Context: an optimization exercise on an open-source flow, tuned for small area. The choices shown serve that exercise and are no tape-out recipe. Only simulation tests tie the RTL to the original design; equivalence was not proved. Power and IR drop assume default switching activity.

==> DAC_filter_coeffs.mem <==
0000a
00014
00026
00041
00068
000a0
000ed
00155
001de
00290
00372
00490
005f3
007a6
009b6
00c31
00f23
0129c
016aa
01b5c
020bf
026e1
02dce
03593
03e37
047c2
05237
05d98
069e2
0770e
08511
093da
0a355
0b368
0c3f4
0d4d3
0e5de
0f6e4
107b5
11819
127d7
136b2
1446c
150c8
15b86
1646c
16b3d
16fc6
171d6
17143
16deb
167b4
15e90
15279
14377
1319b
11d06
105e2
0ec66
0d0d8
0b384
094c4
074f8
0548b
033ec
0138c
3f3e4
3d565
3b883
39dac
38549
36fb6
35d48
34e44
342e3
33b4c
33795
337c3
33bc8
34383
34ec2
35d40
36eaa
3829c
398a7
3b051
3c916
3e26f
3fbd2
014b3
02c8d
042e0
05733
0691c
0783d
0844a
08d09
09254
09417
09255
08d27
084b8
07947
06b25
05ab3
0485e
034a0
01ff9
00aee
3f607
3e1c5
3cea9
3bd29
3adb0
3a09c
39639
38ec1
38a5b
38919
38af8
38fe1
397a9
3a210
3aec8
3bd71
3cda3
3dee8
3f0c7
002c2
0145e
02521
0349b
04263
04e1e
05782
05e53
0626c
063b6
06233
05df7
05729
04e02
042cc
035de
0279b
0186f
008ca
3f922
3e9e7
3db88
3ce6b
3c2ee
3b95f
3b1fe
3acfd
3aa78
3aa7a
3acfc
3b1e3
3b903
3c21f
3ccee
3d918
3e63d
3f3f8
001dd
00f85
01c87
02883
03320
03c11
04317
04801
04ab0
04b17
04938
04529
03f10
03722
02da1
022dc
0172b
00aeb
3fe7f
3f245
3e69f
3dbe5
3d269
3ca71
3c439
3bfed
3bda8
3bd76
3bf55
3c32e
3c8de
3d032
3d8ec
3e2c2
3ed63
3f879
003a7
00e97
018f1
02264
02aa6
03178
036a8
03a10
03b9a
03b3f
03906
03507
02f66
02856
02015
016e7
00d1a
002ff
3f8ea
3ef2c
3e613
3dde8
3d6ec
3d153
3cd48
3cae8
3ca42
3cb56
3ce18
3d26b
3d828
3df1d
3e70d
3efb4
3f8c8
001fe
00b09
013a0
01b7d
02260
02812
02c69
02f43
0308e
03041
02e64
02b0b
02655
0206d
01988
011e1
009ba
00158
3f904
3f100
3e98f
3e2ef
3dd55
3d8ed
3d5d8
3d42d
3d3f6
3d532
3d7d2
3dbbc
3e0cd
3e6d6
3eda2
3f4f7
3fc94
00438
00ba5
0129b
018e1
01e44
02298
025bb
02797
0281e
02751
02538
021ea
01d85
01831
0121f
00b83
00498
3fd99
3f6c1
3f04b
3ea6b
3e554
3e12e
3de19
3dc2f
3db7b
3dc00
3ddb8
3e08f
3e46b
3e929
3ee9d
3f497
3fae2
00146
0078f
00d86
012f9
017ba
01ba3
01e94
02076
0213c
020e3
01f70
01cf3
01984
01543
01057
00aeb
00531
3ff5b
3f999
3f41f
3ef1a
3eab5
3e714
3e453
3e28a
3e1c4
3e205
3e348
3e580
3e897
3ec70
3f0e7
3f5d5
3fb0c
0005f
005a1
00aa3
00f3b
01342
01697
0191e
01ac4
01b7d
01b46
01a22
0181f
01550
011d0
00dbe
00941
00481
3ffa7
3fade
3f64f
3f221
3ee78
3eb73
3e929
3e7ad
3e709
3e740
3e84f
3ea2a
3ecbd
3eff1
3f3a8
3f7c0
3fc14
0007d
004d5
008f6
00cbd
0100a
012c0
014cb
01619
016a3
01664
01563
013a9
01148
00e57
00af1
00735
00345
3ff46
3fb57
3f79e
3f439
3f146
3eedd
3ed12
3ebf2
3eb86
3ebcf
3ecc9
3ee68
3f09d
3f352
3f66f
3f9d6
3fd69
00106
00491
007e8
00aef
00d8d
00fab
01138
01229
01278
01222
0112e
00fa5
00d97
00b18
0083f
00527
001ea
3fea9
3fb7c
3f881
3f5d2
3f386
3f1af
3f05d
3ef99
3ef68
3efca
3f0bb
3f22f
3f419
3f666
3f900
3fbcf
3febb
001a7
0047b
0071f
0097b
00b7b
00d0f
00e2a
00ec4
00ed9
00e6a
00d7d
00c1c
00a54
00836
005d7
0034c
000ad
3fe11
3fb8f
3f93c
3f72e
3f575
3f41f
3f338
3f2c5
3f2c9
3f342
3f42b
3f57a
3f721
3f912
3fb3a
3fd84
3ffdc
0022d
00462
00669
00830
009a8
00ac4
00b7d
00bcd
00bb2
00b30
00a4d
00910
00788
005c2
003cf
001c2
3ffad
3fda2
3fbb3
3f9f2
3f86e
3f732
3f649
3f5bb
3f58a
3f5b7
3f63f
3f71c
3f846
3f9af
3fb4c
3fd0d
3fee1
000b8
00282
0042f
005b0
006f8
007fd
008b7
00921
00937
008fa
0086f
0079a
00684
00538
003c3
00231
00093
3fef6
3fd69
3fbf8
3fab1
3f99f
3f8cb
3f83a
3f7f1
3f7f1
3f83a
3f8c7
3f992
3fa94
3fbc2
3fd11
3fe76
3ffe2
00149
0029f
003d9
004eb
005cc
00676
006e3
00710
006fd
006ac
00621
00561
00473
00362
00237
000fc
3ffc0
3fe89
3fd66
3fc5e
3fb7b
3fac5
3fa41
3f9f3
3f9dc
3f9fd
3fa54
3fadc
3fb90
3fc68
3fd5e
3fe66
3ff79
0008b
00194
0028a
00365
0041e
004ae
00512
00546
0054a
0051e
004c5
00443
0039c
002d8
001fe
00116
00028
3ff3e
3fe5e
3fd91
3fcdd
3fc49
3fbda
3fb91
3fb72
3fb7d
3fbb0
3fc09
3fc84
3fd1d
3fdcc
3fe8d
3ff56
00021
000e8
001a3
0024c
002dd
00351
003a5
003d7
003e5
003cf
00397
00340
002ce
00244
001a8
00100
00053
3ffa7
3ff00
3fe66
3fddd
3fd6b
3fd12
3fcd5
3fcb6
3fcb5
3fcd3
3fd0c
3fd5f
3fdc9
3fe44
3fecc
3ff5d
3fff0
00080
0010a
00187
001f4
0024d
00290
002b9
002c9
002c0
0029e
00264
00217
001b7
0014b
000d4
00059
3ffde
3ff66
3fef6
3fe92
3fe3d
3fdfa
3fdca
3fdb0
3fdab
3fdbc
3fde0
3fe18
3fe5f
3feb4
3ff13
3ff78
3ffe0
00045
000a7
00101
00150
00191
001c2
001e2
001f1
001ed
001d8
001b2
0017e
0013e
000f3
000a2
0004c
3fff7
3ffa4
3ff55
3ff0e
3fed2
3fea1
3fe7f
3fe6b
3fe65
3fe6f
3fe87
3feab
3fedb
3ff14
3ff55
3ff9a
3ffe1
00026
00069
000a7
000de
0010b
0012e
00145
00150
0014e
00141
00128
00106
000db
000a9
00072
00039
00000
3ffc7
3ff92
3ff62
3ff39
3ff18
3ff00
3fef2
3feee
3fef4
3ff04
3ff1c
3ff3b
3ff61
3ff8c
3ffba
3ffe9
00017
00043
0006c
00091
000af
000c6
000d5
000dc
000db
000d2
000c2
000ac
0008f
0006f
0004b
00025
00000
3ffdb
3ffb9
3ff9a
3ff7f
3ff6a
3ff5b
3ff52
3ff50
3ff54
3ff5e
3ff6e
3ff83
3ff9b
3ffb7
3ffd4
3fff3
00010
0002c
00046
0005d
00070
0007e
00087
0008b
0008a
00084
0007a
0006b
00059
00044
0002d
00015
3fffe
3ffe7
3ffd1
3ffbe
3ffae
3ffa1
3ff98
3ff93
3ff93
3ff96
3ff9d
3ffa7
3ffb4
3ffc4
3ffd6
3ffe8
3fffb
0000c
0001e
0002d
0003b
00046
0004e
00053
00055
00054
0004f
00048
0003f
00033
00026
00018
00009
3fffc
3ffee
3ffe2
3ffd6
3ffcd
3ffc6
3ffc1
3ffbf
3ffbf
3ffc2
3ffc6
3ffcd
3ffd6
3ffdf
3ffea
3fff5
00000
0000a
00014
0001d
00025
0002b
0002f
00031
00032
00030
0002d
00028
00022
0001b
00013
0000b
00002
3fffb
3fff3
3ffec
3ffe6
3ffe1
3ffde
3ffdc
3ffdb
3ffdc
3ffde
3ffe1
3ffe5
3ffea
3fff0
3fff6
3fffd
00002
00008
0000d
00012
00016
00019
0001b
0001b
0001b
0001a
00018
00014
00011
0000d
00008
00003
00000
3fffb
3fff7
3fff3
3fff0
3ffee
3ffed
3ffec
3ffec
3ffed
3ffef
3fff1
3fff3
3fff6
3fffa
3fffd
00000
00003
00006
00009
0000b
0000d
0000e
0000e
0000e
0000e
0000d
0000b
00009
00007
00005
00002
00000
3fffe
3fffc
3fffa
3fff8
3fff7
3fff6
3fff6
3fff6
3fff6
3fff7
3fff8
3fffa
3fffb
3fffd
3ffff
00000
00001
00003
00004
00005
00006
00007
00007
00007
00007
00006
00005
00004
00003
00002
00001
00000
3ffff
3fffe
3fffd
3fffc
3fffc
3fffb
3fffb
3fffb
3fffc
3fffc
3fffd
3fffd
3fffe
3ffff
00000
00000
00001
00001
00002
00002
00003
00003
00003
00003
00003
00002
00002
00001
00001
00000
00000
00000
00000
3ffff
3ffff
3fffe
3fffe
3fffe
3fffe
3fffe
3fffe
3ffff
3ffff
3ffff
00000
00000
00000
00000
00000
00001
00001
00001
00001
00001
00001
00001
00001
00001
00000
00000
00000
00000
00000
00000
00000
00000
00000
3ffff
3ffff
3ffff
00000
==> run.sh <==
#!/bin/bash
# synth_recipe.tcl (not shown) runs the flow's synth.tcl, then flattens the netlist and writes it again
# the make line also repeats each setting of config.mk as NAME=value (left out here)
make -C /OpenROAD-flow-scripts/flow DESIGN_CONFIG=/design/flow/config.mk WORK_HOME=/design/flow/orfs CLKGATE_MAP_FILE= SYNTH_SCRIPT=/design/flow/synth_recipe.tcl finish
==> config.mk <==
export PLATFORM = sky130hd
export DESIGN_NAME = top_level
export DESIGN_NICKNAME = top_level
export VERILOG_FILES = /design/flow/design.v
export SDC_FILE = /design/flow/constraint.sdc
export NUM_CORES = 4
export LEC_CHECK = 0
export CAP_MARGIN = 20
export CORE_MARGIN = 2
export CORE_UTILIZATION = 40
export SLEW_MARGIN = 20
export SYNTH_MEMORY_MAX_BITS = 32768
==> constraint.sdc <==
create_clock -name core_clock -period 14.0 [get_ports {clk_100mhz}]
set_input_delay 2.8000 -clock core_clock [delete_from_list [all_inputs] [get_ports {clk_100mhz}]]
set_output_delay 2.8000 -clock core_clock [all_outputs]
set_load 0.01 [all_outputs]
==> design.v <==
`timescale 1ns / 1ps
`default_nettype none
module divider #(
    parameter WIDTH = 32
) (
    input wire clk,
    input wire rst,
    input wire [WIDTH-1:0] dividend,
    input wire [WIDTH-1:0] divisor,
    input wire data_in_valid,
    output logic [WIDTH-1:0] quotient,
    output logic [WIDTH-1:0] remainder,
    output logic data_out_valid,
    output logic busy
);
  logic [$clog2(WIDTH)-1:0] i;
  logic                     divisor_fits;
  logic [      WIDTH*2-1:0] running_divisor;
  assign divisor_fits = running_divisor[WIDTH-1:0] <= remainder
                      && running_divisor[2*WIDTH-1:WIDTH] == 0;
  always_ff @(posedge clk) begin
    if (rst) begin
      quotient <= 0;
      remainder <= 0;
      data_out_valid <= 1'b0;
      busy <= 1'b0;
      i <= 0;
    end else if (busy) begin
      i <= i + 1;
      busy <= i != WIDTH - 1;
      data_out_valid <= i == WIDTH - 1;
      remainder <= divisor_fits ? remainder - running_divisor[WIDTH-1:0] : remainder;
      quotient <= {quotient[WIDTH-2:0], divisor_fits};
      running_divisor <= running_divisor >> 1;
    end else if (data_in_valid) begin
      i <= 0;
      busy <= 1'b1;
      data_out_valid <= 1'b0;
      remainder <= dividend;
      quotient <= 0;
      running_divisor <= divisor << WIDTH - 1;
    end else begin
      data_out_valid <= 1'b0;
      busy <= 1'b0;
    end
  end
endmodule   
`default_nettype wire
`timescale 1ns / 1ps
`default_nettype none
module counter (
    input wire clk,
    input wire rst,
    input wire [31:0] period,
    output logic [31:0] count
);
  always_ff @(posedge clk) begin
    if ((count >= period - 1) || rst) begin
      count <= 0;
    end else begin
      count <= count + 1;
    end
  end
endmodule
`default_nettype wire
`timescale 1ns / 1ps  
`default_nettype none
module uart_receive #(
    parameter INPUT_CLOCK_FREQ = 100_000_000,
    parameter BAUD_RATE = 9600
) (
    input  wire        clk,
    input  wire        rst,
    input  wire        din,
    output logic       dout_valid,
    output logic [7:0] dout
);
  localparam BAUD_BIT_PERIOD = INPUT_CLOCK_FREQ / BAUD_RATE;
  logic [$clog2(BAUD_BIT_PERIOD)-1:0] baud_count;
  logic [$clog2(BAUD_BIT_PERIOD)-1:0] next_baud_count;
  typedef enum {
    IDLE = 0,
    START = 1,
    DATA = 2,
    STOP = 3,
    TRANSMIT = 4
  } uart_state_t;
  logic              baud_trigger;
  uart_state_t       state;
  uart_state_t       next_state;
  logic        [7:0] data_recieved;
  logic        [7:0] next_data_recieved;
  logic        [2:0] bit_count;
  logic        [2:0] next_bit_count;
  assign dout_valid = state == TRANSMIT;
  assign dout = data_recieved;
  always_comb begin
    if (!rst && state != IDLE) begin
      if (baud_count == (BAUD_BIT_PERIOD - 1)) begin
        baud_trigger = 1'b1;
        next_baud_count = 0;
      end else begin
        baud_trigger = 1'b0;
        next_baud_count = baud_count + 1;
      end
    end else begin
      baud_trigger = 1'b0;
      next_baud_count = BAUD_BIT_PERIOD >> 1;
    end
  end
  always_comb begin
    if (rst) begin
      next_state = IDLE;
      next_bit_count = 3'b000;
      next_data_recieved = 8'h00;
    end else if (state == IDLE && ~din) begin
      next_state = START;
      next_bit_count = 3'b000;
      next_data_recieved = 8'h00;
    end else if (state == START && baud_trigger) begin
      if (din) begin
        next_state = IDLE;
        next_bit_count = 3'b000;
      end else begin
        next_state = DATA;
        next_bit_count = 3'b000;
      end
      next_data_recieved = 8'h00;
    end else if (state == DATA && baud_trigger) begin
      if (bit_count == 3'b111) begin
        next_state = STOP;
        next_bit_count = 3'b000;
      end else begin
        next_state = DATA;
        next_bit_count = bit_count + 1;
      end
      next_data_recieved = {din, data_recieved[7:1]};
    end else if (state == STOP && baud_trigger) begin
      if (din) begin
        next_state = TRANSMIT;
        next_data_recieved = data_recieved;
      end else begin
        next_state = IDLE;
        next_data_recieved = 8'h00;
      end
      next_bit_count = 3'b000;
    end else if (state == TRANSMIT) begin
      next_state = IDLE;
      next_bit_count = 3'b000;
      next_data_recieved = 8'h00;
    end else begin
      next_state = state;
      next_bit_count = bit_count;
      next_data_recieved = data_recieved;
    end
  end
  always_ff @(posedge clk) begin
    baud_count <= next_baud_count;
    state <= next_state;
    data_recieved <= next_data_recieved;
    bit_count <= next_bit_count;
  end
endmodule   
`default_nettype wire
`timescale 1ns / 1ps
`default_nettype none
module midi_receive (
    input wire clk,
    input wire rst,
    input wire din,
    output logic dout_valid,
    output logic [6:0] status,
    output logic [6:0] data1,
    output logic [6:0] data2
);
  logic uart_dout_valid;
  logic [7:0] uart_dout;
  logic is_reading_data;
  logic has_recieved_data_byte;
  logic is_single_data;   
  always_ff @(posedge clk) begin
    if (rst) begin
      dout_valid <= 0;
      is_reading_data <= 0;
      is_single_data <= 1'b0;
      has_recieved_data_byte <= 1'b0;
    end else begin
      if (uart_dout_valid) begin
        if (uart_dout[7]) begin
          status <= uart_dout[6:0];
          is_single_data <= uart_dout[6:5] == 2'b10;
          has_recieved_data_byte <= 0;
          is_reading_data <= 1'b1;
        end else if (is_reading_data) begin
          has_recieved_data_byte <= 1'b1;
          if (has_recieved_data_byte) begin
            data2 <= uart_dout[6:0];
          end else begin
            data1 <= uart_dout[6:0];
          end
          if (has_recieved_data_byte == 1 || is_single_data) begin
            dout_valid <= 1;
            is_reading_data <= 0;
          end
        end
      end else if (dout_valid) begin
        dout_valid <= 0;
      end
    end
  end
  uart_receive #(
      .BAUD_RATE(31250)
  ) uart_midi (
      .clk(clk),
      .rst(rst),
      .din(din),
      .dout_valid(uart_dout_valid),
      .dout(uart_dout)
  );
endmodule
`default_nettype wire
`timescale 1ns / 1ps
`default_nettype none
module sin_gen (
    input wire clk,
    input wire rst,
    input wire [29:0] delta_angle,   
    input wire get_next_sample,
    output logic [15:0] current_sample
);
  logic        is_negative;
  logic        last_is_negative;
  logic [30:0] current_angle;
  logic [31:0] next_angle;
  logic        next_angle_overflow;
  logic        next_angle_ready;
  logic [31:0] pi;
  logic [15:0] next_sample;
  logic [15:0] cordic_out;
  logic        cordic_busy;
  logic        cordic_out_valid;
  CORDIC_sin cordic (
      .clk(clk),
      .rst(rst),
      .angle_in(current_angle[30:7]),
      .input_valid(get_next_sample && !cordic_busy),
      .out(cordic_out),
      .out_valid(cordic_out_valid),
      .busy(cordic_busy)
  );
  assign next_angle_overflow = ((next_angle > {1'b0, pi[31:1]}) && next_angle[31] == 0);
  always_ff @(posedge clk) begin
    if (rst) begin
      current_angle <= 32'b0;
      next_angle <= 32'b0;
      next_angle_ready <= 1'b0;
      current_sample <= 16'b0;
      next_sample <= 16'b0;
      is_negative <= 1'b0;
      last_is_negative <= 1'b0;
      pi <= 32'h6487ED51;
    end else begin
      if (get_next_sample) begin
        next_angle <= {current_angle[30], current_angle} + {2'b0, delta_angle};
        next_angle_ready <= 1'b1;
        current_sample <= last_is_negative ? -next_sample : next_sample;
      end else begin
        next_angle_ready <= 1'b0;
      end
      if (next_angle_ready) begin
        current_angle <= next_angle_overflow ? next_angle - pi : next_angle;
        is_negative <= next_angle_overflow ? !is_negative : is_negative;
        last_is_negative <= is_negative;
      end
      if (cordic_out_valid) begin
        next_sample <= cordic_out;
      end
    end
  end
endmodule   
module CORDIC_sin (
    input  wire         clk,
    input  wire         rst,
    input  wire  [23:0] angle_in,
    input  wire         input_valid,
    output logic [15:0] out,
    output logic        out_valid,
    output logic        busy
);
  logic        [23:0] arc_tan_table  [7:0];
  logic        [23:0] arc_tan_approx;
  logic signed [23:0] x;
  logic signed [23:0] y;
  logic        [23:0] angle_error;
  logic        [ 4:0] i;
  logic        [23:0] arc_tan;
  logic               clk_wise;
  assign out = (y[22:6] + 17'h00001) >> 1;
  assign arc_tan = i < 8 ? arc_tan_table[i[2:0]] : arc_tan_approx;
  assign clk_wise = angle_error[23];   
  always_ff @(posedge clk) begin
    if (rst) begin
      i <= 5'b0;
      x <= 24'h26DD12;
      y <= 24'b0;
      angle_error <= 24'b0;
      busy <= 1'b0;
      out_valid <= 1'b0;
      arc_tan_approx <= 24'h400000;
      arc_tan_table[0] <= 24'h3243F7;
      arc_tan_table[1] <= 24'h1DAC67;
      arc_tan_table[2] <= 24'h0FADBB;
      arc_tan_table[3] <= 24'h07F56F;
      arc_tan_table[4] <= 24'h03FEAB;
      arc_tan_table[5] <= 24'h01FFD5;
      arc_tan_table[6] <= 24'h00FFFB;
      arc_tan_table[7] <= 24'h007FFF;
    end else if (busy) begin
      i <= i + 1;
      x <= clk_wise ? x + (y >>> i) : x - (y >>> i);
      y <= clk_wise ? y - (x >>> i) : y + (x >>> i);
      angle_error <= angle_error + (clk_wise ? arc_tan : -arc_tan);
      busy <= i < 19;
      out_valid <= i == 19;
      arc_tan_approx <= {1'b0, arc_tan_approx[23:1]};
    end else if (input_valid) begin
      i <= 5'b0;
      x <= 24'h26DD12;
      y <= 24'b0;
      angle_error <= angle_in;
      busy <= 1'b1;
      out_valid <= 1'b0;
      arc_tan_approx <= 24'h400000;
    end else begin   
      busy <= 1'b0;
      out_valid <= 1'b0;
    end
  end
endmodule   
`default_nettype wire
`timescale 1ns / 1ps
`default_nettype none
module dist_ram #(
    parameter WIDTH = 16,
    parameter DEPTH = 64
) (
    input  wire                      clk,
    input  wire  [$clog2(DEPTH)-1:0] addr,
    input  wire                      we,
    input  wire  [        WIDTH-1:0] din,
    output logic [        WIDTH-1:0] dout
);
  logic [WIDTH-1:0] data[DEPTH-1:0];
  assign dout = data[addr];
  always_ff @(posedge clk) begin
    if (we) begin
      data[addr] <= din;
    end
  end
endmodule
`default_nettype wire
`timescale 1ns / 1ps
`default_nettype none
module filter_coeff_rom (
    input  wire         clk,
    input  wire         rst,
    input  wire  [ 9:0] addr,
    output logic [17:0] dout
);
  logic [17:0] rom[0:1023];
  logic [17:0] ram_data;
  initial $readmemh("DAC_filter_coeffs.mem", rom);
  always_ff @(posedge clk) begin
    ram_data <= rom[addr];
  end
  always_ff @(posedge clk) begin
    if (rst) dout <= 18'd0;
    else dout <= ram_data;
  end
endmodule
`default_nettype wire
`timescale 1ns / 1ps
`default_nettype none
module upsampler (
    input wire clk,
    input wire rst,
    input wire [15:0] sample_in,
    input wire sample_in_valid,   
    output logic [15:0] sample_out   
);
  logic [15:0] sample_buffer_out;
  logic [15:0] sample_buffer_in;
  logic sample_buffer_we;
  logic [5:0] sample_buffer_addr;
  dist_ram sample_buffer_lutram (
      .clk (clk),
      .addr(sample_buffer_addr),
      .we  (sample_buffer_we),
      .din (sample_buffer_in),
      .dout(sample_buffer_out)
  );
  logic [5:0] buffer_start;
  logic [5:0] sample_index;
  logic [3:0] upsample_index;
  logic [9:0] filter_index;
  logic [7:0] sample_timer;
  assign sample_index = sample_timer[5:0];
  assign filter_index = {sample_index, upsample_index};
  logic signed [17:0] filter_data;
  logic signed [47:0] accum;
  logic signed [47:0] accumulator_next;
  always_comb begin
    if (sample_in_valid) begin
      sample_buffer_we   = 1'b1;
      sample_buffer_addr = buffer_start - 6'h1;
      sample_buffer_in   = sample_in;
    end else begin
      sample_buffer_we   = 1'b0;
      sample_buffer_addr = buffer_start + sample_index - 6'd2;
      sample_buffer_in   = 16'h0000;
    end
  end
  assign accumulator_next = accum + (filter_data * $signed(sample_buffer_out));
  logic next_upsample;
  assign next_upsample = sample_timer == 141;
  filter_coeff_rom image_BROM (
      .clk (clk),
      .rst (rst),
      .addr(filter_index),
      .dout(filter_data)
  );
  logic [15:0] next_sample_out;
  always_comb begin
    if ($signed(accum[47:32]) < -15'sd1) begin
      next_sample_out = 16'h8000;
    end else if ($signed(accum[47:32]) > 15'sd0) begin
      next_sample_out = 16'h7FFF;
    end else begin
      next_sample_out = accum[32:17];
    end
  end
  always_ff @(posedge clk) begin
    if (rst) begin
      sample_out <= 0;
    end else if (sample_timer == 66) begin
      sample_out <= next_sample_out;
    end
  end
  always_ff @(posedge clk) begin
    if (rst || sample_in_valid || next_upsample) begin
      accum <= 0;
      sample_timer <= 0;
    end else begin
      accum <= sample_timer < 8'd2 ? accum : accumulator_next;
      sample_timer <= sample_timer + 8'h1;
    end
  end
  always_ff @(posedge clk) begin
    if (rst) begin
      buffer_start   <= 0;
      upsample_index <= 0;
    end else begin
      if (sample_in_valid) begin
        upsample_index <= 0;
        buffer_start   <= buffer_start - 6'h1;
      end else if (next_upsample) begin
        upsample_index <= upsample_index + 4'h1;
      end
    end
  end
endmodule
`default_nettype wire
`timescale 1ns / 1ps
`default_nettype none
module dlt_sig_dac_1st_order (
    input wire clk,
    input wire rst,
    input wire [15:0] current_sample,
    output logic audio_out
);
  logic [23:0] noise_source;   
  logic [19:0] error_sum;
  logic [19:0] current_error;
  assign audio_out = error_sum[19] ? 0 : error_sum[18:0] >= 20'h20000 + noise_source[23:8];
  assign current_error = {3'b0 - {2'b0, audio_out}, 1'b0, ~current_sample[15], current_sample[14:0]} + 20'h02000;
  always_ff @(posedge clk) begin
    if (rst) begin
      noise_source <= 24'hFFFFFF;
      error_sum <= 0;
    end else begin
      noise_source <= {
        noise_source[22] ^ noise_source[23],
        noise_source[21] ^ noise_source[23],
        noise_source[20:17],
        noise_source[16] ^ noise_source[23],
        noise_source[15:0],
        noise_source[23]
      };
      error_sum <= error_sum + current_error;
    end
  end
endmodule   
module dlt_sig_dac_2nd_order (
    input wire clk,
    input wire rst,
    input wire [15:0] current_sample,
    output logic audio_out
);
  logic [23:0] noise_source;   
  logic [23:0] noise;
  logic [23:0] last_noise;
  logic [23:0] dither;
  logic [17:0] scaled_input;
  logic [23:0] a_sum;
  logic [23:0] a_error;
  logic [23:0] b_sum;
  logic [23:0] b_error;
  logic [23:0] next_a_sum;
  logic [23:0] next_b_sum;
  logic last_out;
  assign scaled_input = $signed(current_sample) + ($signed(current_sample) <<< 1);
  assign noise = $signed(
      {
        noise_source[19],
        noise_source[16],
        noise_source[22],
        noise_source[18],
        noise_source[15],
        noise_source[0],
        noise_source[8],
        noise_source[11],
        noise_source[4],
        noise_source[9],
        noise_source[12],
        noise_source[7],
        noise_source[2],
        noise_source[13],
        noise_source[5],
        noise_source[14],
        noise_source[3],
        noise_source[1],
        noise_source[6],
        noise_source[10]
      }
  );
  assign dither = noise - last_noise;
  assign audio_out = !last_out && ($signed(b_sum) >= 0);
  assign a_error = {~scaled_input[17], scaled_input[16:0]} - (audio_out << 19);
  assign b_error = a_sum + a_error - (audio_out << 19) + dither;
  always_comb begin
    next_a_sum = a_sum + a_error;
    next_b_sum = b_sum + b_error;
    if (next_a_sum[23] && ~next_a_sum[22]) begin   
      next_a_sum = 24'hC00000;   
    end else if (~next_a_sum[23] && next_a_sum[22]) begin   
      next_a_sum = 24'h400000;   
    end
    if (next_b_sum[23] && ~next_b_sum[22]) begin   
      next_b_sum = 24'hC00000;   
    end else if (~next_b_sum[23] && next_b_sum[22]) begin   
      next_b_sum = 24'h400000;   
    end
  end
  always_ff @(posedge clk) begin
    if (rst) begin
      noise_source <= 24'hFFFFFF;
      a_sum <= 0;
      b_sum <= 0;
      last_out <= 0;
      last_noise <= 0;
    end else begin
      last_out <= audio_out;
      noise_source <= {
        noise_source[22] ^ noise_source[23],
        noise_source[21] ^ noise_source[23],
        noise_source[20:17],
        noise_source[16] ^ noise_source[23],
        noise_source[15:0],
        noise_source[23]
      };
      last_noise <= noise;
      a_sum <= next_a_sum;
      b_sum <= next_b_sum;
    end
  end
endmodule
`default_nettype wire
`timescale 1ns / 1ps
`default_nettype none
module top_level (
    input  wire         clk_100mhz,
    output logic [15:0] led,
    input  wire  [15:0] sw,
    input  wire  [ 4:0] btn,
    output logic        spk,
    output logic        aud_sd_n,
    input wire JA1
);
  logic clk;
  assign clk = clk_100mhz;
  assign aud_sd_n = 1'b1;   
  assign led[7:0] = sw[7:0];
  assign led[15] = 1'b0;
  logic sys_rst;
  assign sys_rst = btn[0];
  logic        spk_out;
  logic        sin_wave;
  logic        square_wave;
  logic        impulse_approx;   
  logic [ 3:0] wave_shift;
  logic [31:0] wave_period;
  logic [31:0] wave_frequency;
  logic [31:0] square_count;
  logic        square_state;
  logic        divider_busy;
  logic [31:0] divider_out;
  logic        divider_out_valid;
  divider my_divide (
      .clk(clk_100mhz),
      .rst(sys_rst),
      .dividend(32'd50_000_000),
      .divisor(wave_frequency),
      .data_in_valid(!divider_busy),
      .quotient(divider_out),
      .remainder(),
      .data_out_valid(divider_out_valid),
      .busy(divider_busy)
  );
  always_ff @(posedge clk_100mhz) begin
    wave_frequency <= {27'b0, 1'b1, sw[15:12]} << sw[11:8];
    wave_shift <= 4'hF - sw[7:4];
    wave_period <= divider_out_valid ? divider_out : wave_period;
  end
  counter wave_count (
      .clk(clk_100mhz),
      .rst(sys_rst),
      .period(wave_period),
      .count(square_count)
  );
  logic midi_valid;
  logic [6:0] midi_status;
  logic [6:0] midi_data1;
  logic [6:0] midi_data2;
  midi_receive my_midi_receiver (
      .clk(clk_100mhz),
      .rst(sys_rst),
      .din(JA1),
      .dout_valid(midi_valid),
      .status(midi_status),
      .data1(midi_data1),
      .data2(midi_data2)
  );
  always_ff @(posedge clk) begin
    if (midi_valid) begin
      led[14:8] <= midi_status;
    end
  end
  logic signed [19:0] additive_sample;
  logic additive_sample_valid;
  assign additive_sample = 20'sd0;
  assign additive_sample_valid = 1'b0;
  logic [31:0] sample_cycle_count;
  counter sampled_counter (
      .clk(clk_100mhz),
      .rst(sys_rst),
      .period(2272),
      .count(sample_cycle_count)
  );
  logic [15:0] sin_sample;
  logic [15:0] sin_upsample;
  logic [15:0] sample_out;
  always_ff @(posedge clk_100mhz) begin
    sample_out <= sw[2] ? $signed(sin_upsample) >>> wave_shift : 0;
  end
  sin_gen my_sin_gen (
      .clk(clk_100mhz),
      .rst(sys_rst),
      .delta_angle(wave_frequency << 16),
      .get_next_sample(sample_cycle_count == 0),
      .current_sample(sin_sample)
  );
  logic [15:0] upsample_in;
  logic        upsample_in_valid;
  assign upsample_in = sw[0] ? sin_sample : additive_sample[17:2];
  assign upsample_in_valid = sw[0] ? sample_cycle_count == 2 : additive_sample_valid;
  upsampler my_upsample (
      .clk(clk_100mhz),
      .rst(sys_rst),
      .sample_in(upsample_in),
      .sample_in_valid(upsample_in_valid),
      .sample_out(sin_upsample)
  );
  dlt_sig_dac_2nd_order ds_dac (
      .clk(clk_100mhz),
      .rst(sys_rst),
      .current_sample(sample_out),
      .audio_out(sin_wave)
  );
  always_ff @(posedge clk_100mhz) begin
    if (sys_rst) begin
      square_state <= 1'b0;
    end else begin
      square_state <= (square_count == 0) ^ square_state;
    end
    impulse_approx <= square_state && (square_count < 1000);
    square_wave <= square_state;
  end
  always_ff @(posedge clk_100mhz) begin
    case (sw[1:0])
      2'b00:   spk_out <= sw[2] ? square_wave : 0;
      2'b01:   spk_out <= sw[2] ? impulse_approx : 0;
      default: spk_out <= sin_wave;
    endcase
    spk <= spk_out;
  end
endmodule
`default_nettype wire
==> results.yml, run 1 <==
status:
  status: "complete, no violations"
yosys:
  synth.area.mux_share_pct: 3.17
  synth-xor-area-share_pct: 3.88
  synth_seq_area_share_pct: 44.2
  synth_top_family_by_area: "compound AO/OA/AOI/OAI gates"
  synth-adder-area-share_pct: 11.6
  synth.avg_cell_area_um2: 9.76
  synth-edff-count: 1121
  synthArstFlopShare_pct: 0
  synth-simple-area-share_pct: 14.4
  synth-compound-area-share_pct: 17.7
  synthFlopType: "edfxtp_1"
  yosys_warnings: 13
  synth.distinct_cells: 101
  ys_ff_latch: 1742
  syn_area_mm2: 0.104
  syn-instance-count: 10700
clock_tree:
  clock-sinks: 1742
  clk_pin_slew_ns: 0.06
  cts_tree: "yes"
  cts_buffers: 191
  cts_max_level: 4
  cts_max_path_buffers: 4
  clkLatencyLatePin_ns: 0.90
  cts_root_buf: "clkbuf_16"
  holdBufCountCts: 0
job:
  cap_violations: 0
detailed_routing:
  drc: 0
  vias: 90000
  first_iter_violations: 10100
  drt_pass1_iterations: 9
  drt-vias-per-instance: 6.10
  ant_nets: 0
  wl_per_cell_um: 28.6
  routed_wirelength_um: 422000
  wl_met2_um: 182000
  drt-met1-wl_um: 173000
  top_layer: "met5"
  wl_met3_um: 43100
power_and_ir_drop:
  vdd_drop_max_v: 0.000333
  cellInternalPower_uw: 14200
  powerDensity_mw_per_mm2: 190
  p_total_uw: 22800
  power.share.sequential_pct: 24.9
  power_frac_comb_pct: 53.4
  sw_frac_of_total_pct: 37.7
  netSwitchingPower_uw: 8600
  leakage_uw: 0.0488
  clkPwrFrac_pct: 21.7
floorplan:
  io_pins: 41
  die_w_um: 515
  coreArea_mm2: 0.259
  floorplan.initialDensity_pct: 40.2
  core.rowCount: 187
  die_area_mm2: 0.265
  die_h_um: 515
setup_path:
  cp.arrival_ns: 14.44
  timing.rr.start: "my_upsample.sample_timer[1]"
  reg2reg_slack_ns: 1.49
  critPathRequiredTime_ns: 14.76
  cp_max_fo: 14
  worst_setup_path_end_kind: "flip-flop"
  crit_path_top_delay_cell: "fa_1"
  reg2reg_depth: 57
  cpMostUsedCell: "buf_4"
  slowest_delay_ns: 0.54
  startpoint_type: "input pin"
  critPathCapture: "my_upsample.accum[42]"
  worstSetupPathType: "in2reg"
  cp-startpoint: "sw[0]"
  r2r-end: "my_upsample.accum[42]"
sta:
  max_freq_mhz: 73.1
  finalSetupTns_ns: 0
  hold_viol: 0
  setup_ws_ns: 0.321
  finClkSkew_ns: 0.129
  slew_headroom_pct: 8.52
  setup_viol: 0
  max_slew.worst_pin.slew_ns: 1.36
  fin_crit_sh_pct: 97.7
  period_needed_ns: 13.68
  slew_viol_final: 0
min_path:
  hold_class: "reg2reg"
placement:
  port_buffers: 32
  preCtsSetupSlack_ns: -1.17
  hpwlAfterDp_um: 294000
  place_congestion: 1.02
layout:
  fin_nets: 12000
  area_delta_synth_final_pct: 15.4
  final_util_pct: 46.4
  fillCellCount: 24100
  multiInputGateArea_mm2: 0.0536
  drive_above_1_share_pct: 13.9
  seq_area_mm2: 0.0461
global_route:
  grt_pass1_wl_um: 606000
  grtUsageTotal_pct: 30.9
  grt_max_degree: 159
  grt_pass1_vias: 87100
  grt-ovfl-total: 0
  antenna_found_initial: 40
## state kept, by name, indices dropped and copies added (netlist names), 23 cells and up
signal / cells
my_sin_gen.cordic.y: 24
ds_dac.noise_source: 24
my_divide.running_divisor: 51
wave_count.count: 32
my_sin_gen.cordic.angle_error: 24
my_sin_gen.current_angle: 31
my_upsample.sample_buffer_lutram.data: 1024
sampled_counter.count: 32
my_sin_gen.next_angle: 32
my_divide.quotient: 32
my_divide.remainder: 32
ds_dac.b_sum: 24
my_upsample.accum: 48
my_sin_gen.cordic.arc_tan_approx: 23
ds_dac.a_sum: 24
wave_period: 32
my_sin_gen.cordic.x: 24
## cells in the mapped netlist (288+ instances only)
| cell type | number | area share, % |
|---|---|---|
| edfxtp_1 | 1121 | 32 |
| nor2_1 | 1032 | 3.7 |
| nand2_1 | 956 | 3.4 |
| a21oi_1 | 760 | 3.6 |
| inv_1 | 646 | 2.3 |
| dfxtp_1 | 621 | 12 |
| o21ai_0 | 521 | 2.5 |
| ha_1 | 447 | 5.4 |
| clkbuf_1 | 423 | 1.5 |
| o22ai_1 | 406 | 2.4 |
| fa_1 | 324 | 6.2 |
| nor3_1 | 321 | 1.5 |
| xnor2_1 | 288 | 2.4 |
## stage by stage
step	std cells	instance area (um2)	hold slack, ns
2_1_floorplan	10700	104000	0.310
3_3_place_gp	14300	114000	0.318
3_5_place_dp	14300	114000	0.322
4_1_cts	14700	120000	0.335
5_1_grt	14700	120000	0.342
6_report	14700	120000	0.331
## per-layer routing
metal | track usage [%] | up-vias
met3 | 8.43 | 1127
met2 | 46.7 | 4489
li1 | - | 39900
met4 | 15.2 | 24
met5 | 0 | -
met1 | 40.7 | 44500
## critical path, delay by kind of cell
family | cells | cell delay (ns)
compound gates | 19 | 3.28
simple gates | 9 | 2.29
buf+inv | 14 | 2.25
fa+ha+maj | 8 | 3.54
xor+xnor | 2 | 0.24
## what timing repair did
item	4_1_cts	5_1_grt
gates resized for setup	14	74
cloned	1	5
setup buffers	6	25
setup endpoints to repair	11	20
pin swaps	2	37
## kinds of logic (layout without fill, tap and decap cells)
kind of cell	Yosys count	in the layout
other	2	38
buffers and inverters	1344	1947
xor gates and xnor gates	461	461
DFF	1742	1742
AOI/OAI and AO/OA	2882	2884
and+or+nand+nor	3258	3258
muxes	238	238
adders and majority gates	772	772
## power by group through the flow
stage	Sequential [uW]	Combinational, uW	Clock (uW)
finish	5680	12200	4960
global route	5690	13500	5240
CTS	5680	11900	5050
detailed placement	5790	11800	0
global placement	5790	11700	0
floorplan	5740	7240	0
## cell usage in the layout (no fill, tap or decap), types with 96 or more instances in the layout
cell,count
o21ai_0,511
fa_1,323
nand3_1,201
dfxtp_1,608
o221ai_1,96
a31oi_1,131
mux2i_1,125
buf_4,860
a211oi_1,177
nand2_1,949
nor2_1,1005
ha_1,443
o22ai_1,406
nor3_1,309
a21o_1,122
xnor2_1,286
xor2_1,171
inv_1,641
nor2b_1,97
clkbuf_16,198
a21oi_1,746
edfxtp_1,1121
and2_1,156
## final cells by class
| type | count | share of cell area (%) |
|---|---|---|
| timing repair buffer | 949 | 6.55 |
| multi-input combinational | 7635 | 44.5 |
| antenna | 16 | 0.0332 |
| inverter | 655 | 2.05 |
| tap | 3402 | 3.53 |
| clock buffer | 257 | 4.40 |
| clock inverter | 86 | 0.650 |
| sequential | 1742 | 38.3 |
## how the worst min path moves through the flow
stage	startpoint	to	slack, ns	cells after the start
2_1_floorplan	spk_out	spk	0.31	0
3_3_place_gp	spk_out	spk	0.32	0
3_5_place_dp	spk_out	spk	0.32	0
4_1_cts	spk_out	spk	0.34	0
5_1_grt	spk_out	spk	0.34	0
6_report	spk_out	spk	0.33	0
==> inputs of run 2 (changes only) <==
==> design.v (replaced) <==
`timescale 1ns / 1ps
`default_nettype none
module divider (
    input  wire         clk,
    input  wire         rst,
    input  wire  [ 3:0] freq_m,
    input  wire  [ 3:0] freq_s,
    output logic [21:0] period
);
  logic [5:0] phase;   
  logic       out_valid;
  logic [7:0] loaded;   
  logic [7:0] result;   
  always_ff @(posedge clk) begin
    if (rst) begin
      phase <= 6'd0;
      out_valid <= 1'b0;
    end else begin
      phase <= phase[5] ? 6'd0 : phase + 6'd1;
      out_valid <= phase[5];
    end
    if (!rst && phase == 6'd0) loaded <= {freq_m, freq_s};
    if (out_valid) result <= loaded;
  end
  logic [21:0] base;
  always_comb begin
    case (result[7:4])
      4'd0: base = 22'd3125000;
      4'd1: base = 22'd2941176;
      4'd2: base = 22'd2777777;
      4'd3: base = 22'd2631578;
      4'd4: base = 22'd2500000;
      4'd5: base = 22'd2380952;
      4'd6: base = 22'd2272727;
      4'd7: base = 22'd2173913;
      4'd8: base = 22'd2083333;
      4'd9: base = 22'd2000000;
      4'd10: base = 22'd1923076;
      4'd11: base = 22'd1851851;
      4'd12: base = 22'd1785714;
      4'd13: base = 22'd1724137;
      4'd14: base = 22'd1666666;
      default: base = 22'd1612903;
    endcase
  end
  assign period = base >> result[3:0];
endmodule   
`default_nettype wire
`timescale 1ns / 1ps
`default_nettype none
module counter #(
    parameter W = 32
) (
    input  wire          clk,
    input  wire          rst,
    input  wire  [W-1:0] last,
    output logic [W-1:0] count
);
  always_ff @(posedge clk) begin
    if ((count >= last) || rst) begin
      count <= 0;
    end else begin
      count <= count + 1;
    end
  end
endmodule
`default_nettype wire
`timescale 1ns / 1ps  
`default_nettype none
module uart_receive #(
    parameter INPUT_CLOCK_FREQ = 100_000_000,
    parameter BAUD_RATE = 9600
) (
    input  wire        clk,
    input  wire        rst,
    input  wire        din,
    output logic       dout_valid,
    output logic [7:0] dout
);
  localparam BAUD_BIT_PERIOD = INPUT_CLOCK_FREQ / BAUD_RATE;
  logic [$clog2(BAUD_BIT_PERIOD)-1:0] baud_count;
  logic [$clog2(BAUD_BIT_PERIOD)-1:0] next_baud_count;
  typedef enum {
    IDLE = 0,
    START = 1,
    DATA = 2,
    STOP = 3,
    TRANSMIT = 4
  } uart_state_t;
  logic              baud_trigger;
  uart_state_t       state;
  uart_state_t       next_state;
  logic        [7:0] data_recieved;
  logic        [7:0] next_data_recieved;
  logic        [2:0] bit_count;
  logic        [2:0] next_bit_count;
  assign dout_valid = state == TRANSMIT;
  assign dout = data_recieved;
  always_comb begin
    if (!rst && state != IDLE) begin
      if (baud_count == (BAUD_BIT_PERIOD - 1)) begin
        baud_trigger = 1'b1;
        next_baud_count = 0;
      end else begin
        baud_trigger = 1'b0;
        next_baud_count = baud_count + 1;
      end
    end else begin
      baud_trigger = 1'b0;
      next_baud_count = BAUD_BIT_PERIOD >> 1;
    end
  end
  always_comb begin
    if (rst) begin
      next_state = IDLE;
      next_bit_count = 3'b000;
      next_data_recieved = 8'h00;
    end else if (state == IDLE && ~din) begin
      next_state = START;
      next_bit_count = 3'b000;
      next_data_recieved = 8'h00;
    end else if (state == START && baud_trigger) begin
      if (din) begin
        next_state = IDLE;
        next_bit_count = 3'b000;
      end else begin
        next_state = DATA;
        next_bit_count = 3'b000;
      end
      next_data_recieved = 8'h00;
    end else if (state == DATA && baud_trigger) begin
      if (bit_count == 3'b111) begin
        next_state = STOP;
        next_bit_count = 3'b000;
      end else begin
        next_state = DATA;
        next_bit_count = bit_count + 1;
      end
      next_data_recieved = {din, data_recieved[7:1]};
    end else if (state == STOP && baud_trigger) begin
      if (din) begin
        next_state = TRANSMIT;
        next_data_recieved = data_recieved;
      end else begin
        next_state = IDLE;
        next_data_recieved = 8'h00;
      end
      next_bit_count = 3'b000;
    end else if (state == TRANSMIT) begin
      next_state = IDLE;
      next_bit_count = 3'b000;
      next_data_recieved = 8'h00;
    end else begin
      next_state = state;
      next_bit_count = bit_count;
      next_data_recieved = data_recieved;
    end
  end
  always_ff @(posedge clk) begin
    baud_count <= next_baud_count;
    state <= next_state;
    data_recieved <= next_data_recieved;
    bit_count <= next_bit_count;
  end
endmodule   
`default_nettype wire
`timescale 1ns / 1ps
`default_nettype none
module midi_receive (
    input wire clk,
    input wire rst,
    input wire din,
    output logic dout_valid,
    output logic [6:0] status
);
  logic uart_dout_valid;
  logic [7:0] uart_dout;
  logic is_reading_data;
  logic has_recieved_data_byte;
  logic is_single_data;   
  always_ff @(posedge clk) begin
    if (rst) begin
      dout_valid <= 0;
      is_reading_data <= 0;
      is_single_data <= 1'b0;
      has_recieved_data_byte <= 1'b0;
    end else begin
      if (uart_dout_valid) begin
        if (uart_dout[7]) begin
          status <= uart_dout[6:0];
          is_single_data <= uart_dout[6:5] == 2'b10;
          has_recieved_data_byte <= 0;
          is_reading_data <= 1'b1;
        end else if (is_reading_data) begin
          has_recieved_data_byte <= 1'b1;
          if (has_recieved_data_byte == 1 || is_single_data) begin
            dout_valid <= 1;
            is_reading_data <= 0;
          end
        end
      end else if (dout_valid) begin
        dout_valid <= 0;
      end
    end
  end
  uart_receive #(
      .BAUD_RATE(31250)
  ) uart_midi (
      .clk(clk),
      .rst(rst),
      .din(din),
      .dout_valid(uart_dout_valid),
      .dout(uart_dout)
  );
endmodule
`default_nettype wire
`timescale 1ns / 1ps
`default_nettype none
module sin_gen (
    input  wire         clk,
    input  wire         rst,
    input  wire  [ 3:0] freq_m,
    input  wire  [ 3:0] freq_s,
    input  wire         get_next_sample,
    output logic [15:0] sample,
    output logic        sample_zero
);
  localparam logic [31:0] PI = 32'h6487ED51;
  logic        is_negative;
  logic        last_is_negative;
  logic [30:0] current_angle;
  logic        cordic_zero;   
  logic [29:0] delta_angle;
  assign delta_angle = {({9'd0, 1'b1, freq_m} << freq_s), 16'd0};
  logic [31:0] next_angle;
  logic        next_angle_overflow;
  assign next_angle = {current_angle[30], current_angle} + {2'b0, delta_angle};
  assign next_angle_overflow = (next_angle > {1'b0, PI[31:1]}) && next_angle[31] == 0;
  logic [15:0] cordic_out;
  logic        start;
  assign start = get_next_sample && !rst;
  CORDIC_sin cordic (
      .clk(clk),
      .rst(rst),
      .angle_in(current_angle[30:7]),
      .input_valid(start),
      .out(cordic_out)
  );
  always_ff @(posedge clk) begin
    if (rst) begin
      current_angle <= 31'b0;
      is_negative <= 1'b0;
      last_is_negative <= 1'b0;
      cordic_zero <= 1'b1;
      sample_zero <= 1'b1;
    end else if (start) begin
      current_angle <= next_angle_overflow ? 31'(next_angle - PI) : next_angle[30:0];
      is_negative <= next_angle_overflow ? !is_negative : is_negative;
      last_is_negative <= is_negative;
      cordic_zero <= 1'b0;
      sample_zero <= cordic_zero;
    end
    if (start && !cordic_zero) begin
      sample <= last_is_negative ? -cordic_out : cordic_out;
    end
  end
endmodule   
module CORDIC_sin (
    input  wire         clk,
    input  wire         rst,
    input  wire  [23:0] angle_in,
    input  wire         input_valid,
    output logic [15:0] out
);
  logic signed [23:0] x;
  logic signed [23:0] y;
  logic        [23:0] angle_error;
  logic        [ 4:0] i;
  logic               busy;
  logic        [23:0] arc_tan;
  logic               clk_wise;
  assign out = 16'((y[22:6] + 17'h00001) >> 1);
  always_comb begin
    case (i)
      5'd0: arc_tan = 24'h3243F7;
      5'd1: arc_tan = 24'h1DAC67;
      5'd2: arc_tan = 24'h0FADBB;
      5'd3: arc_tan = 24'h07F56F;
      5'd4: arc_tan = 24'h03FEAB;
      5'd5: arc_tan = 24'h01FFD5;
      5'd6: arc_tan = 24'h00FFFB;
      5'd7: arc_tan = 24'h007FFF;
      default: arc_tan = 24'h400000 >> i;
    endcase
  end
  assign clk_wise = angle_error[23];   
  always_ff @(posedge clk) begin
    if (rst) begin
      i <= 5'b0;
      x <= 24'h26DD12;
      y <= 24'b0;
      angle_error <= 24'b0;
      busy <= 1'b0;
    end else if (busy) begin
      i <= i + 1;
      x <= clk_wise ? x + (y >>> i) : x - (y >>> i);
      y <= clk_wise ? y - (x >>> i) : y + (x >>> i);
      angle_error <= angle_error + (clk_wise ? arc_tan : -arc_tan);
      busy <= i < 19;
    end else if (input_valid) begin
      i <= 5'b0;
      x <= 24'h26DD12;
      y <= 24'b0;
      angle_error <= angle_in;
      busy <= 1'b1;
    end
  end
endmodule   
`default_nettype wire
`timescale 1ns / 1ps
`default_nettype none
module dist_ram #(
    parameter WIDTH = 16,
    parameter DEPTH = 64
) (
    input  wire              clk,
    input  wire              replace,
    input  wire  [WIDTH-1:0] din,
    output logic [WIDTH-1:0] tap,
    output logic [WIDTH-1:0] dout
);
  logic [WIDTH-1:0] data[DEPTH-1:0];
  assign tap  = data[DEPTH-1];
  assign dout = replace ? din : tap;
  always_ff @(posedge clk) begin
    data[0] <= dout;
    for (int k = 1; k < DEPTH; k++) data[k] <= data[k-1];
  end
endmodule
`default_nettype wire
`timescale 1ns / 1ps
`default_nettype none
module filter_coeff_rom (
    input  wire  [ 9:0] addr,
    output logic [17:0] dout
);
  logic [17:0] rom[0:1023];
  initial $readmemh("DAC_filter_coeffs.mem", rom);
  assign dout = rom[addr];
endmodule
`default_nettype wire
`timescale 1ns / 1ps
`default_nettype none
module upsampler (
    input wire clk,
    input wire rst,
    input wire [15:0] sample_in,
    input wire sample_in_zero,   
    input wire sample_in_valid,   
    output logic [15:0] sample_out   
);
  logic [5:0] buffer_start;
  logic [3:0] upsample_index;
  logic [7:0] sample_timer;
  logic [5:0] tap_addr;   
  logic pend_valid;
  logic [5:0] pend_addr;
  logic pend_zero;
  logic hit_sample;
  logic hit_zero;
  assign hit_sample = pend_valid && tap_addr == pend_addr;
  assign hit_zero = pend_zero && tap_addr == 6'd63;
  logic [15:0] x;
  logic [15:0] tap_unused;
  dist_ram sample_buffer_lutram (
      .clk(clk),
      .replace(hit_sample || hit_zero),
      .din(hit_zero ? 16'd0 : sample_in),
      .tap(tap_unused),
      .dout(x)
  );
  always_ff @(posedge clk) begin
    tap_addr <= tap_addr + 6'd1;
    pend_valid <= pend_valid && !hit_sample;
    pend_zero  <= pend_zero && !hit_zero;
    if (sample_in_valid) begin
      if (sample_in_zero) begin
        pend_zero <= 1'b1;
        if (pend_addr == 6'd63) pend_valid <= 1'b0;
      end else begin
        pend_valid <= 1'b1;
        pend_addr  <= buffer_start - 6'd1;
        if (buffer_start == 6'd0) pend_zero <= 1'b0;
      end
    end
  end
  logic [5:0] coeff_index;
  assign coeff_index = tap_addr + 6'd1 - buffer_start;
  logic [17:0] rom_out;
  filter_coeff_rom image_BROM (
      .addr({coeff_index, upsample_index}),
      .dout(rom_out)
  );
  logic signed [17:0] filter_data;
  always_ff @(posedge clk) filter_data <= rom_out;
  logic signed [33:0] product;
  logic signed [34:0] accum;
  assign product = filter_data * $signed(x);
  always_ff @(posedge clk) begin
    accum <= (sample_timer == 8'd2) ? 35'(product) : accum + 35'(product);
  end
  logic [15:0] next_sample_out;
  always_comb begin
    if (accum[34] && !(accum[33] && accum[32])) begin
      next_sample_out = 16'h8000;
    end else if (!accum[34] && (accum[33] || accum[32])) begin
      next_sample_out = 16'h7FFF;
    end else begin
      next_sample_out = accum[32:17];
    end
  end
  always_ff @(posedge clk) begin
    if (rst) begin
      sample_out <= 0;
    end else if (sample_timer == 66) begin
      sample_out <= next_sample_out;
    end
  end
  always_ff @(posedge clk) begin
    if (rst || sample_in_valid || sample_timer == 141) begin
      sample_timer <= 0;
    end else begin
      sample_timer <= sample_timer + 8'h1;
    end
  end
  always_ff @(posedge clk) begin
    if (rst) begin
      buffer_start   <= 0;
      upsample_index <= 0;
    end else begin
      if (sample_in_valid) begin
        upsample_index <= 0;
        buffer_start   <= buffer_start - 6'h1;
      end else if (sample_timer == 141) begin
        upsample_index <= upsample_index + 4'h1;
      end
    end
  end
endmodule
`default_nettype wire
`timescale 1ns / 1ps
`default_nettype none
module dlt_sig_dac_2nd_order (
    input wire clk,
    input wire rst,
    input wire [15:0] current_sample,
    output logic audio_out
);
  logic [23:0] noise_source;   
  logic [23:0] noise;
  logic [19:0] last_noise;   
  logic [23:0] dither;
  logic [17:0] scaled_input;
  logic [23:0] a_sum;
  logic [23:0] a_error;
  logic [23:0] b_sum;
  logic [23:0] b_error;
  logic [23:0] next_a_sum;
  logic [23:0] next_b_sum;
  logic last_out;
  assign scaled_input = $signed(current_sample) + ($signed(current_sample) <<< 1);
  assign noise = $signed(
      {
        noise_source[19],
        noise_source[16],
        noise_source[22],
        noise_source[18],
        noise_source[15],
        noise_source[0],
        noise_source[8],
        noise_source[11],
        noise_source[4],
        noise_source[9],
        noise_source[12],
        noise_source[7],
        noise_source[2],
        noise_source[13],
        noise_source[5],
        noise_source[14],
        noise_source[3],
        noise_source[1],
        noise_source[6],
        noise_source[10]
      }
  );
  assign dither = noise - {{4{last_noise[19]}}, last_noise};
  assign audio_out = !last_out && ($signed(b_sum) >= 0);
  assign a_error = {~scaled_input[17], scaled_input[16:0]} - (audio_out << 19);
  assign b_error = a_sum + a_error - (audio_out << 19) + dither;
  always_comb begin
    next_a_sum = a_sum + a_error;
    next_b_sum = b_sum + b_error;
    if (next_a_sum[23] && ~next_a_sum[22]) begin   
      next_a_sum = 24'hC00000;   
    end else if (~next_a_sum[23] && next_a_sum[22]) begin   
      next_a_sum = 24'h400000;   
    end
    if (next_b_sum[23] && ~next_b_sum[22]) begin   
      next_b_sum = 24'hC00000;   
    end else if (~next_b_sum[23] && next_b_sum[22]) begin   
      next_b_sum = 24'h400000;   
    end
  end
  always_ff @(posedge clk) begin
    if (rst) begin
      noise_source <= 24'hFFFFFF;
      a_sum <= 0;
      b_sum <= 0;
      last_out <= 0;
      last_noise <= 0;
    end else begin
      last_out <= audio_out;
      noise_source <= {
        noise_source[22] ^ noise_source[23],
        noise_source[21] ^ noise_source[23],
        noise_source[20:17],
        noise_source[16] ^ noise_source[23],
        noise_source[15:0],
        noise_source[23]
      };
      last_noise <= noise[19:0];
      a_sum <= next_a_sum;
      b_sum <= next_b_sum;
    end
  end
endmodule
`default_nettype wire
`timescale 1ns / 1ps
`default_nettype none
module top_level (
    input  wire         clk_100mhz,
    output logic [15:0] led,
    input  wire  [15:0] sw,
    input  wire  [ 4:0] btn,
    output logic        spk,
    output logic        aud_sd_n,
    input wire JA1
);
  assign aud_sd_n = 1'b1;   
  assign led[7:0] = sw[7:0];
  assign led[15] = 1'b0;
  logic sys_rst;
  assign sys_rst = btn[0];
  logic [3:0] freq_m;
  logic [3:0] freq_s;
  logic [3:0] shift_sw;   
  always_ff @(posedge clk_100mhz) begin
    freq_m   <= sw[15:12];
    freq_s   <= sw[11:8];
    shift_sw <= sw[7:4];
  end
  logic [21:0] wave_period;
  divider my_divide (
      .clk(clk_100mhz),
      .rst(sys_rst),
      .freq_m(freq_m),
      .freq_s(freq_s),
      .period(wave_period)
  );
  logic [21:0] square_count;
  counter #(
      .W(22)
  ) wave_count (
      .clk(clk_100mhz),
      .rst(sys_rst),
      .last(wave_period - 22'd1),
      .count(square_count)
  );
  logic square_state;
  logic impulse_approx;
  logic square_wave;
  always_ff @(posedge clk_100mhz) begin
    if (sys_rst) begin
      square_state <= 1'b0;
    end else begin
      square_state <= (square_count == 0) ^ square_state;
    end
    impulse_approx <= square_state && (square_count < 1000);
    square_wave <= square_state;
  end
  logic midi_valid;
  logic [6:0] midi_status;
  midi_receive my_midi_receiver (
      .clk(clk_100mhz),
      .rst(sys_rst),
      .din(JA1),
      .dout_valid(midi_valid),
      .status(midi_status)
  );
  always_ff @(posedge clk_100mhz) begin
    if (midi_valid) begin
      led[14:8] <= midi_status;
    end
  end
  logic [11:0] sample_cycle_count;
  counter #(
      .W(12)
  ) sampled_counter (
      .clk(clk_100mhz),
      .rst(sys_rst),
      .last(12'd2271),
      .count(sample_cycle_count)
  );
  logic [15:0] sin_sample;
  logic        sin_zero;
  sin_gen my_sin_gen (
      .clk(clk_100mhz),
      .rst(sys_rst),
      .freq_m(freq_m),
      .freq_s(freq_s),
      .get_next_sample(sample_cycle_count == 0),
      .sample(sin_sample),
      .sample_zero(sin_zero)
  );
  logic [15:0] sin_upsample;
  upsampler my_upsample (
      .clk(clk_100mhz),
      .rst(sys_rst),
      .sample_in(sin_sample),
      .sample_in_zero(sin_zero),
      .sample_in_valid(sw[0] && sample_cycle_count == 2),
      .sample_out(sin_upsample)
  );
  logic [15:0] sample_out;
  always_ff @(posedge clk_100mhz) begin
    sample_out <= sw[2] ? $signed(sin_upsample) >>> ~shift_sw : 16'sd0;
  end
  logic sin_wave;
  dlt_sig_dac_2nd_order ds_dac (
      .clk(clk_100mhz),
      .rst(sys_rst),
      .current_sample(sample_out),
      .audio_out(sin_wave)
  );
  logic spk_out;
  always_ff @(posedge clk_100mhz) begin
    case (sw[1:0])
      2'b00:   spk_out <= sw[2] ? square_wave : 1'b0;
      2'b01:   spk_out <= sw[2] ? impulse_approx : 1'b0;
      default: spk_out <= sin_wave;
    endcase
    spk <= spk_out;
  end
endmodule
`default_nettype wire
==> run 2 against run 1 <==
Via count shrank 25%. Clock-buffer cell count fell by 59. Hold slack got worse by 0.066 ns. Sequential cell count fell by 239. Critical path type is now reg2reg. Critical endpoint is now my_upsample.accum[34].
==> results.yml, run 2 <==
status:
  status: "complete, no violations"
global_route:
  grtUsageTotal_pct: 31.1
  met3_usage_pct: 9.65
  busiest_layer: "met2"
  antenna_found_initial: 54
  grt_use_met1_pct: 38.9
  met2_usage_pct: 45.7
  grt_pass1_vias: 65700
  grt_max_degree: 149
  grt_pass1_wl_um: 462000
  grt-ovfl-total: 0
detailed_routing:
  drt_pass1_iterations: 7
  ant_nets: 0
  drt-vias-per-instance: 5.97
  drc: 0
  vias: 67900
  wl_per_cell_um: 28.3
  first_iter_violations: 7890
  routed_wirelength_um: 321000
clock_tree:
  clkLatencyLatePin_ns: 0.87
  cts_buffers: 153
  cts_root_buf: "clkbuf_16"
  ctsResizeCount: 0
  cts_max_level: 4
  clk_pin_slew_ns: 0.06
  holdBufCountCts: 0
  clock-sinks: 1503
  cts_tree: "yes"
  cts_max_path_buffers: 3
  cts_setup_buffers: 0
layout:
  fillCellCount: 19100
  largest_register: "my_upsample.sample_buffer_lutram.data"
  fin_area_mm2: 0.0884
  top_regs: "my_upsample.sample_buffer_lutram.data: 1024 flops, my_upsample.accum: 35 flops, my_sin_gen.current_angle: 31 flops"
  final_cell_mix: "1,444 x dfxtp_1, 782 x nand2_1, 695 x nor2_1, 599 x a21oi_1, 549 x inv_1"
  largest_reg_flops: 1024
  drive_above_1_share_pct: 8.57
  fin_nets: 9295
  area_delta_synth_final_pct: 11.2
  final_common_cell: "dfxtp_1"
yosys:
  syn_area_mm2: 0.0795
  synth.most_common_cell: "dfxtp_1"
  yosys.area.top_type_share_pct: 36.6
  synth.distinct_cells: 103
  synth_area_leader_cell: "dfxtp_1"
  synthFlopType: "dfxtp_1"
  yosys_warnings: 13
  ys_ff_latch: 1503
  synth-edff-count: 52
  synthArstFlopShare_pct: 0
  syn-instance-count: 8725
  synth_seq_area_share_pct: 38.5
  synth_common_cells: "1,451 x dfxtp_1, 787 x nand2_1, 716 x nor2_1"
  synthTopCellsByArea: "dfxtp_1 37%, fa_1 8.1%, ha_1 6.3%, a21oi_1 3.8%, nand2_1 3.7%"
  synth.avg_cell_area_um2: 9.11
setup_path:
  slowest_delay_ns: 0.55
  cpMostUsedCell: "fa_1"
  crit_path_top_delay_cell: "fa_1"
  cp.arrival_ns: 10.91
  worstSetupPathType: "reg2reg"
  startpoint_type: "flip-flop"
  crit_family: "adder cells"
  critPathRequiredTime_ns: 14.66
  worst_setup_path_end_kind: "flip-flop"
  path_buf_inv: 3
  cp_max_fo: 14
floorplan:
  floorplan.initialDensity_pct: 40.3
  io_pins: 41
  core.rowCount: 163
  die_w_um: 450
  die_h_um: 450
  coreArea_mm2: 0.197
  die_area_mm2: 0.202
sta:
  slew_viol_final: 0
  rsz0062_at_grt: "no"
  setup_viol: 0
  finalSetupTns_ns: 0
  max_slew.worst_pin.slew_ns: 1.35
  setup_ws_ns: 3.75
  finClkSkew_ns: 0.0811
  fin_crit_sh_pct: 73.2
  holdWs_ns: 0.265
  slew_headroom_pct: 8.60
  hold_viol: 0
  period_needed_ns: 10.25
  max_freq_mhz: 97.5
placement:
  preCtsSetupSlack_ns: 3.10
  port_buffers: 32
  hpwlAfterDp_um: 222000
  place_congestion: 1.09
  postPlaceCellArea_mm2: 0.0828
min_path:
  hold_class: "reg2reg"
power_and_ir_drop:
  powerDensity_mw_per_mm2: 159
  vdd_drop_max_v: 0.000307
  leakage_uw: 0.0369
job:
  cap_violations: 0
-- run 2: area by class of cell --
cell class                      count  area, um2  area share (%)
Clock buffer                      198       4180            4.73
Antenna cell                       62        155           0.176
Sequential cell                  1503      30600            34.7
Timing Repair Buffer              235       1950            2.21
Clock inverter                     79       1160            1.32
Inverter                          557       2090            2.37
Multi-Input combinational cell   6099      44900            50.8
Tap cell                         2640       3300            3.74
-- run 2: worst register-to-register path: cells and delay by family (launching register included) --
kind	cells	cell delay [ns]
and+or+nand+nor	9	2.23
adders and majority gates	8	3.90
AOI/OAI and AO/OA	11	2.30
xor gates and xnor gates	3	0.54
muxes	1	0.37
buffers and inverters	3	0.35
DFF	1	0.41
-- run 2: final timing paths --
check | slack (ns) | end | startpoint | cells after the start
max | 3.75 | my_upsample.accum[34] | my_upsample.pend_addr[0] | 35
min | 0.26 | my_upsample.sample_buffer_lutram.data[23][1] | my_upsample.sample_buffer_lutram.data[22][1] | 0
max reg2reg | 3.75 | my_upsample.accum[34] | my_upsample.pend_addr[0] | 35
min reg2reg | 0.26 | my_upsample.sample_buffer_lutram.data[23][1] | my_upsample.sample_buffer_lutram.data[22][1] | 0
-- run 2: routing by layer --
metal,share of wire [%],up-vias
li1,-,30100
met4,8.3,42
met1,40,33100
met2,42,3560
met5,0.10,-
met3,9.9,1101
-- run 2: stage by stage --
step,util (%),power [uW],cells
final,44.8,14100,11400
after floorplan,-,8590,8725
after global routing,44.7,14900,11400
after global placement,41.9,9710,11000
after CTS,44.6,14100,11300
after detailed placement,41.9,9830,11000
-- run 2: power by group --
part	total [uW]	switching, uW	internal, uW
Sequential	4880	352	4530
Clock	4210	1810	2410
Combinational	4970	2940	2040
-- run 2: cell families after synthesis --
| logic type | synth area share, % |
|---|---|
| simple gates | 14.8 |
| compound gates | 17.8 |
| flops | 38.5 |
| buf+inv | 5.43 |
| fa+ha+maj | 14.4 |
| xor+xnor | 4.52 |
| mux | 4.47 |
| other cells | 0.00945 |

==> re-timing with driven ports <==
No port has a modelled driver above. Below, the same layouts with a new extraction and two added sets of constraints.
Step 1 (the two cells are an assumption about what drives the block):
set clk [get_ports {clk_100mhz}]
set_driving_cell -lib_cell sky130_fd_sc_hd__clkbuf_16 $clk
set_driving_cell -lib_cell sky130_fd_sc_hd__buf_2 [delete_from_list [all_inputs] $clk]
Step 2 adds t to the input delays and takes it off the output delays; t is the mean of the earliest and latest rising clock arrival at the registers after step 1. Input paths then give back, and output paths get back, about the clock's delay inside the block.
a / b / c = ideal / step 1 / step 2; a / b = the first two.
| run | shift t [ns] | slack for setup (ns) | hold slack, ns |
|---|---|---|---|
| run 1 | 0.925 | 0.321 / 0.387 / -0.539 | 0.331 / 0.331 / 0.331 |
| run 2 | 0.907 | 3.747 / 3.747 / 3.747 | 0.265 / 0.265 / 0.265 |
Met with ideal ports but missed after step 2: setup timing in run 1. For run 1, which loses most, drivers alone change the setup slack by +0.066 ns; drivers and shift together by -0.860 ns.
